Source: an optimization exercise on an open RTL-to-GDS flow (aim: small area). Production flows keep margins and buffers that such runs may drop.
Where RTL was checked, it was by simulation tests only, not by an equivalence proof against the original.
The clock input has no modelled driver; a real chip could not lean on it and would need a root buffer or a full tree.

==> try-onyx <==
==> flow/design.v <==
module i2c_master
#(
parameter input_clk = 25_000_000,
parameter bus_clk   = 400_000
)(
input           clk         ,
input           reset_n     ,
input           ena         ,
input     [6:0] addr        ,
input           rw          ,
input     [7:0] data_wr     ,
output reg      busy        ,
output reg[7:0] data_rd     ,
output reg      ack_error   ,
input           sda_i       ,
input           scl_i       ,
output          sda_oe      ,
output          scl_oe
);
localparam divider = (input_clk/bus_clk)/4;
localparam [3:0] ready    = 4'd0;
localparam [3:0] start    = 4'd1;
localparam [3:0] command  = 4'd2;
localparam [3:0] slv_ack1 = 4'd3;
localparam [3:0] wr       = 4'd4;
localparam [3:0] rd       = 4'd5;
localparam [3:0] slv_ack2 = 4'd6;
localparam [3:0] mstr_ack = 4'd7;
localparam [3:0] stop     = 4'd8;
reg [1:0] ph;         
reg [3:0] sub;        
reg       stretch;
reg [3:0] state;
reg [2:0] bit_num;    
reg       scl_ena;
reg       ack_low;    
reg [7:0] addr_rw;
reg [7:0] data_tx;    
wire sub0   = (sub == 4'd0);
wire wrap   = (sub == divider-1);
wire q1     = (ph == 2'b01);
wire q2     = (ph == 2'b11);
wire q3     = (ph == 2'b10);
wire rise   = sub0 & q1;           
wire fall   = sub0 & q3;           
wire dclk_p = sub0 ? ph[1] : ph[0];    
wire step   = ~stretch;
wire nq2    = step ? (wrap ? q1 : q2) : q2;
always @(posedge clk or negedge reset_n) begin
  if (~reset_n) begin
    ph <= 2'b00;
    sub <= 4'd0;
    stretch <= 1'b0;
  end else begin
    if (step) begin
      if (wrap) begin
        sub <= 4'd0;
        ph <= {ph[0], ~ph[1]};
      end else begin
        sub <= sub + 4'd1;
      end
    end
    stretch <= nq2 & ~scl_i;
  end
end
wire match    = (addr_rw == {addr, rw});
wire st_ready = (state == ready);
wire st_start = (state == start);
wire st_cmd   = (state == command);
wire st_ack1  = (state == slv_ack1);
wire st_wr    = (state == wr);
wire st_rd    = (state == rd);
wire st_ack2  = (state == slv_ack2);
wire st_mack  = (state == mstr_ack);
wire st_stop  = (state == stop);
wire shifting = st_cmd | st_wr | st_rd;
wire last     = (bit_num == 3'd7);
wire load     = rise & ena & (st_ready | st_ack2 | st_mack);
always @(posedge clk) begin
  if (load)
    addr_rw <= {addr, rw};
  if (load)
    data_tx <= data_wr;
  else if ((rise & st_wr) | (fall & st_rd))
    data_tx <= {data_tx[6:0], sda_i};
end
always @(posedge clk or negedge reset_n) begin
  if (~reset_n) begin
    state <= ready;
    busy <= 1'b0;
    scl_ena <= 1'b0;
    ack_low <= 1'b0;
    ack_error <= 1'b0;
    bit_num <= 3'd0;
    data_rd <= 8'd0;
  end else if (rise) begin
    if (shifting) begin
      bit_num <= bit_num + 3'd1;
      if (last)
        ack_low <= st_rd & ena & match;
    end
    if (st_rd & last)
      data_rd <= data_tx;
    case (state)
      ready: begin
        busy <= ena;
        if (ena) state <= start;
      end
      start: begin
        busy <= 1'b1;
        state <= command;
      end
      command: if (last) state <= slv_ack1;
      slv_ack1: state <= addr_rw[0] ? rd : wr;
      wr: begin
        busy <= 1'b1;
        if (last) state <= slv_ack2;
      end
      rd: begin
        busy <= 1'b1;
        if (last) state <= mstr_ack;
      end
      slv_ack2, mstr_ack: begin
        if (ena) begin
          busy <= 1'b0;
          state <= match ? (st_ack2 ? wr : rd) : start;
        end else begin
          state <= stop;
        end
      end
      stop: begin
        busy <= 1'b0;
        state <= ready;
      end
      default: ;
    endcase
  end else if (fall) begin
    if (st_start & ~scl_ena) begin
      scl_ena <= 1'b1;
      ack_error <= 1'b0;
    end
    if (st_ack1 | st_ack2)
      ack_error <= ack_error | sda_i;
    if (st_stop)
      scl_ena <= 1'b0;
  end
end
reg sda_ena_n;
always @(*) begin
  case (state)
    start:    sda_ena_n = dclk_p;
    stop:     sda_ena_n = ~dclk_p;
    command:  sda_ena_n = addr_rw[~bit_num];
    wr:       sda_ena_n = data_tx[7];
    ready, mstr_ack: sda_ena_n = ~ack_low;
    default:  sda_ena_n = 1'b1;
  endcase
end
assign scl_oe = scl_ena & ~ph[1];
assign sda_oe = ~sda_ena_n;
endmodule
==> flow/flow/run.sh <==
#!/bin/bash
# Own layout flow: the standard ORFS flow (via the standard.sh) with
#  - the standard synthesis script, except that ABC maps the logic with an
#    area-oriented script (abc_area.abc) instead of ORFS's;
#  - port buffers of the smallest buffer cell;
#  - a clock tree of K leaf buffers fed by the clock port (mycts.tcl).
set -eo pipefail
W=$PWD
F=$W/flow
export OWN_FLOW_DIR=$F
{
  head -n 1 synth_recipe.tcl
  cat <<TCL
proc abc {args} {
  set i [lsearch -exact \$args -script]
  if { \$i >= 0 } { set args [lreplace \$args [expr {\$i + 1}] [expr {\$i + 1}] $F/abc_area.abc] }
  yosys abc {*}\$args
}
TCL
  tail -n +2 synth_recipe.tcl
} > own_synth.tcl
export BUFFER_PORTS_ARGS="-buffer_cell sky130_fd_sc_hd__buf_1"
export PRE_CTS_TCL=$F/cts_hook.tcl
export MY_CTS_K=3
export MY_CTS_CELL=sky130_fd_sc_hd__clkbuf_8
bash standard.sh SYNTH_SCRIPT=$W/own_synth.tcl finish > standard.log 2>&1
==> flow/flow/abc_area.abc <==
strash
&get -n
&deepsyn -T 30
&put
dch -f
amap
topo
==> flow/flow/cts_hook.tcl <==
# PRE_CTS_TCL hook: replace TritonCTS with my_cts (see mycts.tcl).
source $::env(OWN_FLOW_DIR)/mycts.tcl
rename clock_tree_synthesis triton_clock_tree_synthesis
proc clock_tree_synthesis { args } {
  my_cts $::env(MY_CTS_K) $::env(MY_CTS_CELL)
}
==> flow/flow/mycts.tcl <==
proc my_cts { k leaf_cell } {
  set pins {}
  foreach p [get_pins -hier */CLK] {
    set inst [[sta::sta_to_db_pin $p] getInst]
    set bb [$inst getBBox]
    lappend pins [list [expr {([$bb xMin] + [$bb xMax]) / 2000.0}] \
                       [expr {([$bb yMin] + [$bb yMax]) / 2000.0}] [get_full_name $p]]
  }
  set xs [lmap e $pins {lindex $e 0}]
  set ys [lmap e $pins {lindex $e 1}]
  set wx [expr {[tcl::mathfunc::max {*}$xs] - [tcl::mathfunc::min {*}$xs]}]
  set wy [expr {[tcl::mathfunc::max {*}$ys] - [tcl::mathfunc::min {*}$ys]}]
  set idx [expr {$wx >= $wy ? 0 : 1}]
  set pins [lsort -real -index $idx $pins]
  set n [llength $pins]
  for {set g 0} {$g < $k} {incr g} {
    set grp [lrange $pins [expr {$g * $n / $k}] [expr {($g + 1) * $n / $k - 1}]]
    set cx 0
    set cy 0
    foreach e $grp {
      set cx [expr {$cx + [lindex $e 0]}]
      set cy [expr {$cy + [lindex $e 1]}]
    }
    set m [llength $grp]
    set loads [lmap e $grp {get_pins [lindex $e 2]}]
    puts "my_cts: leaf buffer $g ($leaf_cell) drives $m clock pins"
    insert_buffer -buffer_cell $leaf_cell -net clk -load_pins $loads \
      -location [list [expr {$cx / $m}] [expr {$cy / $m}]] \
      -buffer_name clkbuf_leaf_${g} -net_name clknet_leaf_${g}
  }
  set_propagated_clock [all_clocks]
}
==> flow/standard.sh <==
#!/bin/bash
# synth_recipe.tcl (not shown) runs the flow's synth.tcl, then flattens the netlist and writes it again
# the make line also repeats each setting of config.mk as NAME=value (left out here)
make -C /OpenROAD-flow-scripts/flow DESIGN_CONFIG=/design/flow/config.mk WORK_HOME=/design/flow/orfs CLKGATE_MAP_FILE= SYNTH_SCRIPT=/design/flow/synth_recipe.tcl "${@:-finish}"
==> flow/config.mk <==
export PLATFORM = sky130hd
export DESIGN_NAME = i2c_master
export DESIGN_NICKNAME = i2c_master
export VERILOG_FILES = /design/flow/design.v
export SDC_FILE = /design/flow/constraint.sdc
export NUM_CORES = 4
export LEC_CHECK = 0
export CAP_MARGIN = 20
export CORE_MARGIN = 2
export CORE_UTILIZATION = 65
export SLEW_MARGIN = 20
==> flow/constraint.sdc <==
create_clock -name core_clock -period 40.0 [get_ports {clk}]
set_input_delay 8.0000 -clock core_clock [delete_from_list [all_inputs] [get_ports {clk}]]
set_output_delay 8.0000 -clock core_clock [all_outputs]
set_load 0.01 [all_outputs]
==> try-delta (differences from try-onyx) <==
--- a/flow/design.v
+++ b/flow/design.v
@@ -33,7 +33,8 @@
 reg [3:0] state;
-reg [2:0] bit_num;    
+reg [2:0] bit_cnt;
 reg       scl_ena;
-reg       ack_low;    
+reg       ack_bit;    
 reg [7:0] addr_rw;
-reg [7:0] data_tx;    
+reg [7:0] data_tx;
+reg [7:0] data_rx;
 wire sub0   = (sub == 4'd0);
@@ -76,11 +77,11 @@
 wire shifting = st_cmd | st_wr | st_rd;
-wire last     = (bit_num == 3'd7);
+wire last     = (bit_cnt == 3'd0);
 wire load     = rise & ena & (st_ready | st_ack2 | st_mack);
 always @(posedge clk) begin
-  if (load)
+  if (load) begin
     addr_rw <= {addr, rw};
-  if (load)
     data_tx <= data_wr;
-  else if ((rise & st_wr) | (fall & st_rd))
-    data_tx <= {data_tx[6:0], sda_i};
+  end
+  if (fall & st_rd)
+    data_rx <= {data_rx[6:0], sda_i};
 end
@@ -91,5 +92,5 @@
     scl_ena <= 1'b0;
-    ack_low <= 1'b0;
+    ack_bit <= 1'b1;
     ack_error <= 1'b0;
-    bit_num <= 3'd0;
+    bit_cnt <= 3'd7;
     data_rd <= 8'd0;
@@ -97,8 +98,8 @@
     if (shifting) begin
-      bit_num <= bit_num + 3'd1;
+      bit_cnt <= bit_cnt - 3'd1;
       if (last)
-        ack_low <= st_rd & ena & match;
+        ack_bit <= ~(st_rd & ena & match);
     end
     if (st_rd & last)
-      data_rd <= data_tx;
+      data_rd <= data_rx;
     case (state)
@@ -152,5 +153,5 @@
     stop:     sda_ena_n = ~dclk_p;
-    command:  sda_ena_n = addr_rw[~bit_num];
-    wr:       sda_ena_n = data_tx[7];
-    ready, mstr_ack: sda_ena_n = ~ack_low;
+    command:  sda_ena_n = addr_rw[bit_cnt];
+    wr:       sda_ena_n = data_tx[bit_cnt];
+    ready, mstr_ack: sda_ena_n = ack_bit;
     default:  sda_ena_n = 1'b1;
==> flow/run.sh (new file) <==
#!/bin/bash
# synth_recipe.tcl (not shown) runs the flow's synth.tcl, then flattens the netlist and writes it again
# the make line also repeats each setting of config.mk as NAME=value (left out here)
make -C /OpenROAD-flow-scripts/flow DESIGN_CONFIG=/design/flow/config.mk WORK_HOME=/design/flow/orfs CLKGATE_MAP_FILE= SYNTH_SCRIPT=/design/flow/synth_recipe.tcl finish
CORE_UTILIZATION = 40   (was 65)
removed: flow/flow/run.sh
removed: flow/flow/abc_area.abc
removed: flow/flow/cts_hook.tcl
removed: flow/flow/mycts.tcl
removed: flow/standard.sh
==> try-harbor (differences from try-onyx) <==
--- a/flow/design.v
+++ b/flow/design.v
@@ -33,5 +33,5 @@
 reg [3:0] state;
-reg [2:0] bit_num;    
+reg [2:0] bit_cnt;
 reg       scl_ena;
-reg       ack_low;    
+reg       ack_bit;    
 reg [7:0] addr_rw;
@@ -76,3 +76,3 @@
 wire shifting = st_cmd | st_wr | st_rd;
-wire last     = (bit_num == 3'd7);
+wire last     = (bit_cnt == 3'd0);
 wire load     = rise & ena & (st_ready | st_ack2 | st_mack);
@@ -91,5 +91,5 @@
     scl_ena <= 1'b0;
-    ack_low <= 1'b0;
+    ack_bit <= 1'b1;
     ack_error <= 1'b0;
-    bit_num <= 3'd0;
+    bit_cnt <= 3'd7;
     data_rd <= 8'd0;
@@ -97,5 +97,5 @@
     if (shifting) begin
-      bit_num <= bit_num + 3'd1;
+      bit_cnt <= bit_cnt - 3'd1;
       if (last)
-        ack_low <= st_rd & ena & match;
+        ack_bit <= ~(st_rd & ena & match);
     end
@@ -152,5 +152,5 @@
     stop:     sda_ena_n = ~dclk_p;
-    command:  sda_ena_n = addr_rw[~bit_num];
+    command:  sda_ena_n = addr_rw[bit_cnt];
     wr:       sda_ena_n = data_tx[7];
-    ready, mstr_ack: sda_ena_n = ~ack_low;
+    ready, mstr_ack: sda_ena_n = ack_bit;
     default:  sda_ena_n = 1'b1;
--- a/flow/flow/run.sh
+++ b/flow/flow/run.sh
@@ -5,3 +5,3 @@
 #  - port buffers of the smallest buffer cell;
-#  - a clock tree of K leaf buffers fed by the clock port (mycts.tcl).
+#  - a clock tree of small clock buffers without dummy loads.
 set -eo pipefail
@@ -9,3 +9,3 @@
 F=$W/flow
-export OWN_FLOW_DIR=$F
+# synthesis: the standard flow's script with ABC's -script argument replaced
 {
@@ -22,5 +22,3 @@
 export BUFFER_PORTS_ARGS="-buffer_cell sky130_fd_sc_hd__buf_1"
-export PRE_CTS_TCL=$F/cts_hook.tcl
-export MY_CTS_K=3
-export MY_CTS_CELL=sky130_fd_sc_hd__clkbuf_8
+export CTS_ARGS="-sink_clustering_enable -repair_clock_nets -dont_use_dummy_load -buf_list {sky130_fd_sc_hd__clkbuf_2 sky130_fd_sc_hd__clkbuf_4 sky130_fd_sc_hd__clkbuf_8}"
 bash standard.sh SYNTH_SCRIPT=$W/own_synth.tcl finish > standard.log 2>&1
CORE_UTILIZATION = 40   (was 65)
removed: flow/flow/cts_hook.tcl
removed: flow/flow/mycts.tcl
==> impl_metrics.ini <==
[run_status]
outcome = complete, no violations

[yosys]
synth_cells = 184
synthAdderAreaFrac = 0.01310
ys_ff_latch = 42
synth.most_common_cell = nor2_1

[finish]
fillers = 212
The numbers above come from try-onyx.

==> impl_metrics.ini <==
[run_status]
outcome = complete, no violations

[yosys]
synthAdderAreaFrac = 0.009985
synth_cells = 207
synth.most_common_cell = edfxtp_1
ys_ff_latch = 50

[finish]
fillers = 540
The numbers above come from try-delta.

==> impl_metrics.ini <==
[finish]
buffers = 34
fillers = 452

[run_status]
outcome = complete, no violations

[power]
pwr.group.combinational_w = 0.0000526

[yosys]
ys_ff_latch = 42
synthAdderAreaFrac = 0.01311
synth.most_common_cell = nor2_1

[detailed_routing]
drt_iter0_drc = 68
The numbers above come from try-harbor.

Only the layout flow was run in try-onyx; the RTL was not checked for function there. In try-onyx the design's own scripts or RTL, not TritonCTS, make the clock network.

## static timing again, ports no longer ideal
How much do the figures lean on ideal ports? The routed layouts below were timed once more, with nothing changed but the port constraints. Step 1 assumes that a clkbuf_16 drives the clock port and a buf_2 every other input. Step 2 moves the port delays by t, midway between the first and last clock arrival at a register: inputs arrive t later, outputs are due t later. That takes back most of the time a late clock gives input paths. Three values: no drivers, after step 1, after step 2; two values: the first two.
run | t, ns | setup WS [ns] | worst setup path after step 2
try-onyx | 0.186 | 29.977 / 29.939 / 30.041 | input to register
try-delta | 0.337 | 29.126 / 29.097 / 29.433 | register to output
try-harbor | 0.314 | 29.828 / 29.803 / 29.946 | input to register
After both steps setup and hold are still met in every run listed.
